From an optimization exercise on the open Yosys and OpenROAD flow, aimed at small area, a short achievable clock period and few clock cycles per item; shortcuts taken in it are not production practice.
Only simulation tests tie the RTL to the original design; equivalence was not proved.

## before
// CONVCOR
module CONVCOR(
	clk,
	rst_n,
	in_valid,
	in_a,
	in_b,
	in_mode,
	out_valid,
	out
);
input              clk;
input              rst_n;
input              in_valid;
input      [15:0]  in_a;
input      [15:0]  in_b;
input              in_mode;
output reg         out_valid;
output reg [35:0]  out;
reg s1, s2, s3, s4, s5, s6, s7, s8, s9, s10;
reg mode;
reg [15:0] a0, a1, a2, b0, b1, b2;
reg [15:0] xa, xb;
reg [17:0] pr_s, pr_c, pi_s, pi_c;
reg acc, vld;
wire [15:0] in_bx = {in_b[15:8], in_b[7:0] ^ {8{in_mode}}};
wire [7:0] xar = xa[15:8];
wire [7:0] xai = xa[7:0];
wire [7:0] xbr = xb[15:8];
wire [7:0] xbi = xb[7:0];
wire cj = mode;
wire tr_0 = (xar[0]&xbr[0]);
wire tr_1 = ~(xai[0]&xbi[0]);
wire tr_2 = ~(cj&xai[0]);
wire tr_3 = (xar[0]&xbr[1]);
wire tr_4 = (xar[1]&xbr[0]);
wire tr_5 = ~(xai[0]&xbi[1]);
wire tr_6 = ~(xai[1]&xbi[0]);
wire tr_7 = ~(cj&xai[1]);
wire tr_8 = (xar[0]&xbr[2]);
wire tr_9 = (xar[1]&xbr[1]);
wire tr_10 = (xar[2]&xbr[0]);
wire tr_11 = ~(xai[0]&xbi[2]);
wire tr_12 = ~(xai[1]&xbi[1]);
wire tr_13 = ~(xai[2]&xbi[0]);
wire tr_14 = ~(cj&xai[2]);
wire tr_15 = (xar[0]&xbr[3]);
wire tr_16 = (xar[1]&xbr[2]);
wire tr_17 = (xar[2]&xbr[1]);
wire tr_18 = (xar[3]&xbr[0]);
wire tr_19 = ~(xai[0]&xbi[3]);
wire tr_20 = ~(xai[1]&xbi[2]);
wire tr_21 = ~(xai[2]&xbi[1]);
wire tr_22 = ~(xai[3]&xbi[0]);
wire tr_23 = ~(cj&xai[3]);
wire tr_24 = (xar[0]&xbr[4]);
wire tr_25 = (xar[1]&xbr[3]);
wire tr_26 = (xar[2]&xbr[2]);
wire tr_27 = (xar[3]&xbr[1]);
wire tr_28 = (xar[4]&xbr[0]);
wire tr_29 = ~(xai[0]&xbi[4]);
wire tr_30 = ~(xai[1]&xbi[3]);
wire tr_31 = ~(xai[2]&xbi[2]);
wire tr_32 = ~(xai[3]&xbi[1]);
wire tr_33 = ~(xai[4]&xbi[0]);
wire tr_34 = ~(cj&xai[4]);
wire tr_35 = (xar[0]&xbr[5]);
wire tr_36 = (xar[1]&xbr[4]);
wire tr_37 = (xar[2]&xbr[3]);
wire tr_38 = (xar[3]&xbr[2]);
  ...
For scale: ~1,500 cells after synthesis, roughly 73 I/O pins, ~16,000 sq um of cells after synthesis.
clock: 13.0 ns
lec_check: 0
cap_margin: 80
core_margin: 2
core_utilization: 40
place_density: 0.6
slew_margin: 80
run.sh (not shown) runs the stock make flow with config.mk's settings and CLKGATE_MAP_FILE= SYNTH_SCRIPT=/design/flow/synth_recipe.tcl, a recipe that flattens the netlist after the stock synthesis.
Testbench counts of before, summed over its fixed seeds: cycles 33,778, items 3,200.
What after does differently from before at the input level:
- CAP_MARGIN now 20, was 80
- SLEW_MARGIN now 20, was 80
==> flow/flow/run.sh (new file) <==
#!/bin/bash
# Standard ORFS layout, with repair_timing asked for a larger setup margin
# than the 13 ns clock needs, so that the resizer works on the critical paths.
set -euo pipefail
export SETUP_SLACK_MARGIN=${MARGIN:-9.5}
bash standard.sh > flow_standard.log 2>&1
==> flow/standard.sh (new file) <==
#!/bin/bash
# synth_recipe.tcl (not shown) runs the flow's synth.tcl, then flattens the netlist and writes it again
# the make line also repeats each setting of config.mk as NAME=value (left out here)
make -C /OpenROAD-flow-scripts/flow DESIGN_CONFIG=/design/flow/config.mk WORK_HOME=/design/flow/orfs CLKGATE_MAP_FILE= SYNTH_SCRIPT=/design/flow/synth_recipe.tcl "${@:-finish}"
removed: flow/run.sh
[summary]
- The lower number of cell instances on the worst register-to-register path of after and before is in after.
- Buffer share of cell area: after > before
- In the reports for after and before, the larger met2 capacity usage during global routing belongs to after.

-- what the ideal ports hide --
No port has a modelled driver above. Below, the same layouts with a new extraction and two added sets of constraints.
Step 1, drivers: a clkbuf_16 drives clk and a buf_2 each remaining input, both assumed.
Step 2, shift: input delay + t, output delay - t, t = (earliest + latest rising clock arrival at the registers) / 2. This alone moves slack from input paths to output paths.
a / b / c = ideal / step 1 / step 2; a / b = the first two.
run	t, ns	setup slack, ns	hold WS [ns]	worst register clock-pin slew, ns
before	0.609	8.059 / 8.059 / 8.059	0.446 / 0.446 / 0.446	0.06 / 0.06
after	0.616	9.234 / 9.234 / 8.994	0.444 / 0.444 / 0.444	0.07 / 0.07
After both steps every run listed still meets setup and hold. For after, which loses most, drivers alone change the setup slack by 0.000 ns; drivers and shift together by -0.240 ns.
